What follows belongs to an exercise in optimizing a design on an open flow for small area, a short achievable clock period and few clock cycles; a production flow would make more cautious choices. No activity file was given, so power comes from the tool's default toggle rates.

==> inputs of 09-06 <==
==> flow/design.v <==
`timescale 1ns / 1ps
module PC(
    input CLK,
    input Reset,
    input taken,
    input inc,
    input [11:2] target,
    output reg [11:2] IAddr
    );
    always@(posedge CLK)
    begin
        if(Reset==1'b0)
            IAddr<=10'd0;
        else if(taken)
            IAddr<=target;
        else if(inc)
            IAddr<=IAddr+10'd1;
    end
endmodule
`timescale 1ns / 1ps
module RegisterFile(
    input [31:1] Sel1,
    input [31:1] Sel2,
    input [4:0]WriteReg,
    input [31:0]WriteData,
    output reg [31:0]ReadData1,
    output reg [31:0] ReadData2,
    input WE,
    input CLK
    );
    reg[31:0] registers[1:31];
    integer i;
    always @(*) begin
        ReadData1 = 32'b0;
        ReadData2 = 32'b0;
        for (i = 1; i < 32; i = i + 1) begin
            ReadData1 = ReadData1 | ({32{Sel1[i]}} & registers[i]);
            ReadData2 = ReadData2 | ({32{Sel2[i]}} & registers[i]);
        end
    end
    always@(posedge CLK)
    begin
        if(WE==1 && WriteReg!=0)
            registers[WriteReg]<=WriteData;
    end
endmodule
`timescale 1ns / 1ps
module DataMemory(
    input [5:0] A,
    input [31:0] DataIn,
    output [31:0] Dataout,
    input WE,
    input CLK
    );
    reg [7:0] bank0 [0:15];
    reg [7:0] bank1 [0:15];
    reg [7:0] bank2 [0:15];
    reg [7:0] bank3 [0:15];
    wire [1:0] o = A[1:0];
    wire [3:0] r = A[5:2];
    wire [3:0] r1 = A[5:2] + 4'd1;
    wire [3:0] row0 = (o > 2'd0) ? r1 : r;
    wire [3:0] row1 = (o > 2'd1) ? r1 : r;
    wire [3:0] row2 = (o > 2'd2) ? r1 : r;
    wire [3:0] row3 = r;
    wire [7:0] q0 = bank0[row0];
    wire [7:0] q1 = bank1[row1];
    wire [7:0] q2 = bank2[row2];
    wire [7:0] q3 = bank3[row3];
    reg [31:0] rd;
    always @(*) begin
        case (o)
            2'd0: rd = {q0, q1, q2, q3};
            2'd1: rd = {q1, q2, q3, q0};
            2'd2: rd = {q2, q3, q0, q1};
            default: rd = {q3, q0, q1, q2};
        endcase
    end
    assign Dataout = rd;
    reg [31:0] wd;  
    always @(*) begin
        case (o)
            2'd0: wd = DataIn;
            2'd1: wd = {DataIn[7:0], DataIn[31:8]};
            2'd2: wd = {DataIn[15:0], DataIn[31:16]};
            default: wd = {DataIn[23:0], DataIn[31:24]};
        endcase
    end
    always @(posedge CLK) begin
        if (WE) begin
            bank0[row0] <= wd[31:24];
            bank1[row1] <= wd[23:16];
            bank2[row2] <= wd[15:8];
            bank3[row3] <= wd[7:0];
        end
    end
endmodule
`timescale 1ns / 1ps
`timescale 1ns / 1ps
module ALU(
    input [31:0] A,
    input [31:0] B,
    input [15:0] imm,
    input addu, addiu, subu, ori, and_, or_,
    output [31:0] Result,
    output ne
    );
    wire [31:0] b2 = addiu ? {16'b0, imm} : B;
    wire [31:0] sum = A + (subu ? ~b2 : b2) + {31'b0, subu};
    wire [31:0] orv = A | (ori ? {16'b0, imm} : B);
    wire [31:0] andv = A & B;
    assign Result = (addu | addiu | subu) ? sum : (and_ ? andv : orv);
    assign ne = (A != B);
endmodule
`timescale 1ns / 1ps
module ControlUnit(
    input [5:0] Ins,
    input valid,
    output addu, addiu, subu, ori, and_, or_, sw, lw, bne, halt,
    output RegWre,
    output RegDst,
    output UseRt
    );
    assign addu  = valid & (Ins == 6'b000000);
    assign addiu = valid & (Ins == 6'b000001);
    assign subu  = valid & (Ins == 6'b000010);
    assign ori   = valid & (Ins == 6'b010000);
    assign and_  = valid & (Ins == 6'b010001);
    assign or_   = valid & (Ins == 6'b010010);
    assign sw    = valid & (Ins == 6'b100110);
    assign lw    = valid & (Ins == 6'b100111);
    assign bne   = valid & (Ins == 6'b110000);
    assign halt  = valid & (Ins == 6'b111111);
    assign RegWre = addu | addiu | subu | ori | and_ | or_ | lw;
    assign RegDst = addu | subu | and_ | or_;
    assign UseRt  = addu | subu | and_ | or_ | sw | bne;
endmodule
`timescale 1ns / 1ps
module Two2One0(
    input RegDst,
    input [4:0] rd,
    input [4:0] rt,
    output [4:0] Output
    );
    assign Output = RegDst ? rd : rt;
endmodule
`timescale 1ns / 1ps
module Two2One2(
    input [11:2] PC,
    input [9:0] Imme,
    output [11:2] PC_new
    );
    assign PC_new = PC + Imme;
endmodule
`timescale 1ns / 1ps
module Two2One3(
    input [31:0] ALUResult,
    input [31:0] DataMemory,
    input DBDataSrc,
    output [31:0] DB
    );
    assign DB = DBDataSrc ? DataMemory : ALUResult;
endmodule
`timescale 1ns / 1ps
module SingleCycleCPU(
    input clk,
    input Reset,                  
    output [31:0] pc,
    input  [31:0] instr,
    output reg reg_we,
    output reg [4:0] reg_waddr,
    output reg [31:0] reg_wdata,
    output reg mem_we,
    output reg [5:0] mem_addr,
    output reg [31:0] mem_wdata,
    output reg halted
    );
    wire [11:2] pcr;
    assign pc = {20'b0, pcr, 2'b00};
    reg [31:0] ir;
    reg        irv;
    reg [31:1] rs_sel, rt_sel;     
    reg        fstop;              
    reg        w_wr;               
    reg        w_lw;
    reg [4:0]  w_waddr;
    reg [31:0] w_res;
    wire [5:0] op = ir[31:26];
    wire [4:0] rs = ir[25:21];
    wire [4:0] rt = ir[20:16];
    wire [4:0] rd = ir[15:11];
    wire [15:0] imm = ir[15:0];
    wire c_addu, c_addiu, c_subu, c_ori, c_and, c_or, c_sw, c_lw, c_bne, c_halt, c_wr, c_dst_rd, c_use_rt;
    ControlUnit control_unit(
        .Ins(op), .valid(irv),
        .addu(c_addu), .addiu(c_addiu), .subu(c_subu), .ori(c_ori),
        .and_(c_and), .or_(c_or), .sw(c_sw), .lw(c_lw), .bne(c_bne), .halt(c_halt),
        .RegWre(c_wr), .RegDst(c_dst_rd), .UseRt(c_use_rt)
    );
    wire stall = w_lw & (w_waddr != 5'd0) &
                 ((w_waddr == rs) | (c_use_rt & (w_waddr == rt)));
    wire go = ~stall;
    wire [4:0] waddr;
    Two2One0 two2one0(.RegDst(c_dst_rd), .rd(rd), .rt(rt), .Output(waddr));
    wire [31:0] rf_rs, rf_rt;
    wire [31:0] wb_data;
    wire        wb_we = w_wr & Reset;
    RegisterFile register_file(
        .Sel1(rs_sel), .Sel2(rt_sel), .WriteReg(w_waddr), .WriteData(wb_data),
        .ReadData1(rf_rs), .ReadData2(rf_rt), .WE(wb_we), .CLK(clk)
    );
    wire byp_rs = w_wr & (w_waddr == rs) & (rs != 5'd0);
    wire byp_rt = w_wr & (w_waddr == rt) & (rt != 5'd0);
    wire [31:0] rsv = byp_rs ? w_res : rf_rs;
    wire [31:0] rtv = byp_rt ? w_res : rf_rt;
    wire [31:0] alu_res;
    wire        ne;
    ALU alu(
        .A(rsv), .B(rtv), .imm(imm),
        .addu(c_addu), .addiu(c_addiu), .subu(c_subu), .ori(c_ori),
        .and_(c_and), .or_(c_or),
        .Result(alu_res), .ne(ne)
    );
    wire [5:0] maddr = rsv[5:0] + imm[5:0];
    wire taken = c_bne & go & ne;
    wire [11:2] target;
    Two2One2 two2one2(.PC(pcr), .Imme(imm[9:0]), .PC_new(target));
    wire [31:0] mdata;
    DataMemory data_memory(
        .A(mem_addr), .DataIn(mem_wdata), .Dataout(mdata), .WE(mem_we & Reset), .CLK(clk)
    );
    Two2One3 two2one3(.ALUResult(w_res), .DataMemory(mdata), .DBDataSrc(w_lw), .DB(wb_data));
    wire f_halt = (instr[31:26] == 6'b111111);
    wire [31:0] f_rs_dec = 32'b1 << instr[25:21];
    wire [31:0] f_rt_dec = 32'b1 << instr[20:16];
    wire fetch = go & ~taken & ~fstop;    
    PC pc_reg(
        .CLK(clk), .Reset(Reset), .taken(taken), .inc(fetch & ~f_halt),
        .target(target), .IAddr(pcr)
    );
    always @(posedge clk) begin
        if (Reset == 1'b0) begin
            irv <= 1'b0;
            fstop <= 1'b0;
            halted <= 1'b0;
        end else begin
            if (go)
                irv <= fetch;
            if (fetch & f_halt)
                fstop <= 1'b1;
            if (c_halt)
                halted <= 1'b1;
        end
        if (go) begin
            ir <= instr;
            rs_sel <= f_rs_dec[31:1];
            rt_sel <= f_rt_dec[31:1];
        end
    end
    always @(posedge clk) begin
        if (Reset == 1'b0) begin
            w_wr <= 1'b0;
            w_lw <= 1'b0;
            mem_we <= 1'b0;
        end else begin
            w_wr <= c_wr & go;
            w_lw <= c_lw & go;
            mem_we <= c_sw & go;
        end
        w_waddr <= waddr;
        w_res <= alu_res;
        mem_addr <= maddr;
        mem_wdata <= rtv;
    end
    always @(posedge clk) begin
        if (Reset == 1'b0)
            reg_we <= 1'b0;
        else
            reg_we <= w_wr;
        reg_waddr <= w_waddr;
        reg_wdata <= wb_data;
    end
endmodule
==> flow/run.sh <==
#!/bin/bash
# synth_recipe.tcl (not shown) runs the flow's synth.tcl, then flattens the netlist and writes it again
# the make line also repeats each setting of config.mk as NAME=value (left out here)
make -C /OpenROAD-flow-scripts/flow DESIGN_CONFIG=/design/flow/config.mk WORK_HOME=/design/flow/orfs CLKGATE_MAP_FILE= SYNTH_SCRIPT=/design/flow/synth_recipe.tcl finish
==> flow/config.mk <==
export PLATFORM = sky130hd
export DESIGN_NAME = SingleCycleCPU
export DESIGN_NICKNAME = SingleCycleCPU
export VERILOG_FILES = /design/flow/design.v
export SDC_FILE = /design/flow/constraint.sdc
export NUM_CORES = 4
export LEC_CHECK = 0
export CAP_MARGIN = 20
export CORE_MARGIN = 2
export CORE_UTILIZATION = 30
export PLACE_DENSITY = 0.5
export SLEW_MARGIN = 20
==> flow/constraint.sdc <==
create_clock -name core_clock -period 10.0 [get_ports {clk}]
set_input_delay 2.0000 -clock core_clock [delete_from_list [all_inputs] [get_ports {clk}]]
set_output_delay 2.0000 -clock core_clock [all_outputs]
set_load 0.01 [all_outputs]
==> inputs of 03-19, as changes to 09-06 <==
SETUP_SLACK_MARGIN = 5   (was unset)
==> inputs of 03-04, as changes to 09-06 <==
--- a/flow/design.v
+++ b/flow/design.v
@@ -3,6 +3,7 @@
     input CLK,
     input Reset,
+    input halted,
     input taken,
-    input inc,
+    input f_halt,
     input [11:2] target,
     output reg [11:2] IAddr
@@ -14,5 +15,5 @@
         else if(taken)
             IAddr<=target;
-        else if(inc)
+        else if(!halted && !f_halt)
             IAddr<=IAddr+10'd1;
     end
@@ -20,23 +21,16 @@
 `timescale 1ns / 1ps
 module RegisterFile(
-    input [31:1] Sel1,
-    input [31:1] Sel2,
+    input[4:0] ReadReg1,
+    input[4:0] ReadReg2,
     input [4:0]WriteReg,
     input [31:0]WriteData,
-    output reg [31:0]ReadData1,
-    output reg [31:0] ReadData2,
+    output [31:0]ReadData1,
+    output [31:0] ReadData2,
     input WE,
     input CLK
     );
     reg[31:0] registers[1:31];
-    integer i;
-    always @(*) begin
-        ReadData1 = 32'b0;
-        ReadData2 = 32'b0;
-        for (i = 1; i < 32; i = i + 1) begin
-            ReadData1 = ReadData1 | ({32{Sel1[i]}} & registers[i]);
-            ReadData2 = ReadData2 | ({32{Sel2[i]}} & registers[i]);
-        end
-    end
+    assign ReadData1=ReadReg1==0?0:registers[ReadReg1];
+    assign ReadData2=ReadReg2==0?0:registers[ReadReg2];
     always@(posedge CLK)
     begin
@@ -117,8 +111,7 @@
     input [5:0] Ins,
     input valid,
-    output addu, addiu, subu, ori, and_, or_, sw, lw, bne, halt,
+    output addu, addiu, subu, ori, and_, or_, sw, lw, bne,
     output RegWre,
-    output RegDst,
-    output UseRt
+    output RegDst
     );
     assign addu  = valid & (Ins == 6'b000000);
@@ -131,8 +124,6 @@
     assign lw    = valid & (Ins == 6'b100111);
     assign bne   = valid & (Ins == 6'b110000);
-    assign halt  = valid & (Ins == 6'b111111);
     assign RegWre = addu | addiu | subu | ori | and_ | or_ | lw;
     assign RegDst = addu | subu | and_ | or_;
-    assign UseRt  = addu | subu | and_ | or_ | sw | bne;
 endmodule
 `timescale 1ns / 1ps
@@ -176,14 +167,8 @@
     output reg halted
     );
-    wire [11:2] pcr;
-    assign pc = {20'b0, pcr, 2'b00};
+    reg [11:2] pcr;
     reg [31:0] ir;
     reg        irv;
-    reg [31:1] rs_sel, rt_sel;     
-    reg        fstop;              
-    reg        w_wr;               
-    reg        w_lw;
-    reg [4:0]  w_waddr;
-    reg [31:0] w_res;
+    assign pc = {20'b0, pcr, 2'b00};
     wire [5:0] op = ir[31:26];
     wire [4:0] rs = ir[25:21];
@@ -191,27 +176,14 @@
     wire [4:0] rd = ir[15:11];
     wire [15:0] imm = ir[15:0];
-    wire c_addu, c_addiu, c_subu, c_ori, c_and, c_or, c_sw, c_lw, c_bne, c_halt, c_wr, c_dst_rd, c_use_rt;
+    wire [31:0] rsv, rtv;
+    wire        c_addu, c_addiu, c_subu, c_ori, c_and, c_or, c_sw, c_lw, c_bne, c_wr, c_dst_rd;
     ControlUnit control_unit(
         .Ins(op), .valid(irv),
         .addu(c_addu), .addiu(c_addiu), .subu(c_subu), .ori(c_ori),
-        .and_(c_and), .or_(c_or), .sw(c_sw), .lw(c_lw), .bne(c_bne), .halt(c_halt),
-        .RegWre(c_wr), .RegDst(c_dst_rd), .UseRt(c_use_rt)
-    );
-    wire stall = w_lw & (w_waddr != 5'd0) &
-                 ((w_waddr == rs) | (c_use_rt & (w_waddr == rt)));
-    wire go = ~stall;
+        .and_(c_and), .or_(c_or), .sw(c_sw), .lw(c_lw), .bne(c_bne),
+        .RegWre(c_wr), .RegDst(c_dst_rd)
+    );
     wire [4:0] waddr;
     Two2One0 two2one0(.RegDst(c_dst_rd), .rd(rd), .rt(rt), .Output(waddr));
-    wire [31:0] rf_rs, rf_rt;
-    wire [31:0] wb_data;
-    wire        wb_we = w_wr & Reset;
-    RegisterFile register_file(
-        .Sel1(rs_sel), .Sel2(rt_sel), .WriteReg(w_waddr), .WriteData(wb_data),
-        .ReadData1(rf_rs), .ReadData2(rf_rt), .WE(wb_we), .CLK(clk)
-    );
-    wire byp_rs = w_wr & (w_waddr == rs) & (rs != 5'd0);
-    wire byp_rt = w_wr & (w_waddr == rt) & (rt != 5'd0);
-    wire [31:0] rsv = byp_rs ? w_res : rf_rs;
-    wire [31:0] rtv = byp_rt ? w_res : rf_rt;
     wire [31:0] alu_res;
     wire        ne;
@@ -222,62 +194,51 @@
         .Result(alu_res), .ne(ne)
     );
-    wire [5:0] maddr = rsv[5:0] + imm[5:0];
-    wire taken = c_bne & go & ne;
+    wire [5:0]  maddr = rsv[5:0] + imm[5:0];
+    wire [31:0] mdata;
+    wire        mwe = c_sw & Reset;
+    DataMemory data_memory(
+        .A(maddr), .DataIn(rtv), .Dataout(mdata), .WE(mwe), .CLK(clk)
+    );
+    wire [31:0] wdata;
+    Two2One3 two2one3(.ALUResult(alu_res), .DataMemory(mdata), .DBDataSrc(c_lw), .DB(wdata));
+    wire rwe = c_wr & Reset;
+    RegisterFile register_file(
+        .ReadReg1(rs), .ReadReg2(rt), .WriteReg(waddr), .WriteData(wdata),
+        .ReadData1(rsv), .ReadData2(rtv), .WE(rwe), .CLK(clk)
+    );
+    wire taken = c_bne & ne;
     wire [11:2] target;
     Two2One2 two2one2(.PC(pcr), .Imme(imm[9:0]), .PC_new(target));
-    wire [31:0] mdata;
-    DataMemory data_memory(
-        .A(mem_addr), .DataIn(mem_wdata), .Dataout(mdata), .WE(mem_we & Reset), .CLK(clk)
-    );
-    Two2One3 two2one3(.ALUResult(w_res), .DataMemory(mdata), .DBDataSrc(w_lw), .DB(wb_data));
     wire f_halt = (instr[31:26] == 6'b111111);
-    wire [31:0] f_rs_dec = 32'b1 << instr[25:21];
-    wire [31:0] f_rt_dec = 32'b1 << instr[20:16];
-    wire fetch = go & ~taken & ~fstop;    
     PC pc_reg(
-        .CLK(clk), .Reset(Reset), .taken(taken), .inc(fetch & ~f_halt),
-        .target(target), .IAddr(pcr)
+        .CLK(clk), .Reset(Reset), .halted(halted), .taken(taken),
+        .f_halt(f_halt), .target(target), .IAddr(pcr)
     );
     always @(posedge clk) begin
         if (Reset == 1'b0) begin
             irv <= 1'b0;
-            fstop <= 1'b0;
             halted <= 1'b0;
+        end else if (halted | taken) begin
+            irv <= 1'b0;
+        end else if (f_halt) begin
+            irv <= 1'b0;
+            halted <= 1'b1;
         end else begin
-            if (go)
-                irv <= fetch;
-            if (fetch & f_halt)
-                fstop <= 1'b1;
-            if (c_halt)
-                halted <= 1'b1;
+            irv <= 1'b1;
         end
-        if (go) begin
-            ir <= instr;
-            rs_sel <= f_rs_dec[31:1];
-            rt_sel <= f_rt_dec[31:1];
-        end
+        ir <= instr;
     end
     always @(posedge clk) begin
         if (Reset == 1'b0) begin
-            w_wr <= 1'b0;
-            w_lw <= 1'b0;
+            reg_we <= 1'b0;
             mem_we <= 1'b0;
         end else begin
-            w_wr <= c_wr & go;
-            w_lw <= c_lw & go;
-            mem_we <= c_sw & go;
+            reg_we <= c_wr;
+            mem_we <= c_sw;
         end
-        w_waddr <= waddr;
-        w_res <= alu_res;
+        reg_waddr <= waddr;
+        reg_wdata <= wdata;
         mem_addr <= maddr;
         mem_wdata <= rtv;
     end
-    always @(posedge clk) begin
-        if (Reset == 1'b0)
-            reg_we <= 1'b0;
-        else
-            reg_we <= w_wr;
-        reg_waddr <= w_waddr;
-        reg_wdata <= wb_data;
-    end
-endmodule
+endmodule
==> results.py <==
metrics = {
    "worst_setup_path": {
        "r2r-end": "pc_reg.IAddr[11]$_SDFFE_PN0P_",
        "cpPeakStageDelay_ns": 0.89,
        "cp.required_ns": 10.69,
    },
    "logic_synthesis": {
        "yosys_register_bits": 1727,
        "avgSynthCellArea_sq_um": 16.0,
        "ys_seq_area_share_pct": 69.2,
    },
    "pwr": {
        "pwr-share-clk_pct": 33.8,
    },
    "floorplan": {
        "coreArea_sq_mm": 0.243,
        "tap_cells": 3202,
    },
    "outcome": {
        "status": "finished clean",
    },
    "sta": {
        "whs_ns": 0.494,
    },
}
(the above is from 09-06)
==> results.py <==
metrics = {
    "logic_synthesis": {
        "yosys_register_bits": 1625,
        "ys_seq_area_share_pct": 64.1,
        "avgSynthCellArea_sq_um": 17.0,
    },
    "worst_setup_path": {
        "cpPeakStageDelay_ns": 0.89,
        "cp.required_ns": 10.46,
        "r2r-end": "register_file.registers[15][12]$_DFFE_PP_",
    },
    "floorplan": {
        "tap_cells": 3220,
    },
    "outcome": {
        "status": "finished clean",
    },
}
(the above is from 03-04)
==> results.py <==
metrics = {
    "outcome": {
        "status": "finished clean",
    },
    "sta": {
        "whs_ns": 0.462,
    },
    "floorplan": {
        "coreArea_sq_mm": 0.243,
    },
    "pwr": {
        "pwr-share-clk_pct": 33.8,
    },
    "logic_synthesis": {
        "avgSynthCellArea_sq_um": 16.0,
    },
}
(the above is from 03-19)
No run of this note included a check of the RTL's function; only the layout flow was run.

==> separate check: timing with driven ports <==
How much do the figures lean on ideal ports? The routed layouts below were timed once more, with nothing changed but the port constraints.
Step 1: set_driving_cell puts a clkbuf_16 on clk and a buf_2 on each other input, an assumption about the parent block.
Step 2 also shifts input and output timing later by t, the mid clock arrival at the registers, as if the neighbouring blocks saw the same clock.
Three values: ideal, step 1, step 2; two values: the first two.
| run | shift t [ns] | slack for setup (ns) | hold slack, ns | worst setup path at the end | latest minus earliest clock arrival (ns) |
|---|---|---|---|---|---|
| 09-06 | 0.923 | 2.648 / 2.648 / 2.648 | 0.494 / 0.494 / 0.494 | register to register | 0.041 / 0.041 |
| 03-19 | 0.920 | 4.559 / 4.559 / 4.269 | 0.462 / 0.462 / 0.462 | input to register | 0.046 / 0.046 |
| 03-04 | 0.918 | 1.763 / 1.763 / 1.763 | 0.498 / 0.498 / 0.498 | register to register | 0.047 / 0.047 |
After both steps setup and hold are still met in every run listed. For 03-19, which loses most, drivers alone change the setup slack by 0.000 ns; drivers and shift together by -0.290 ns.
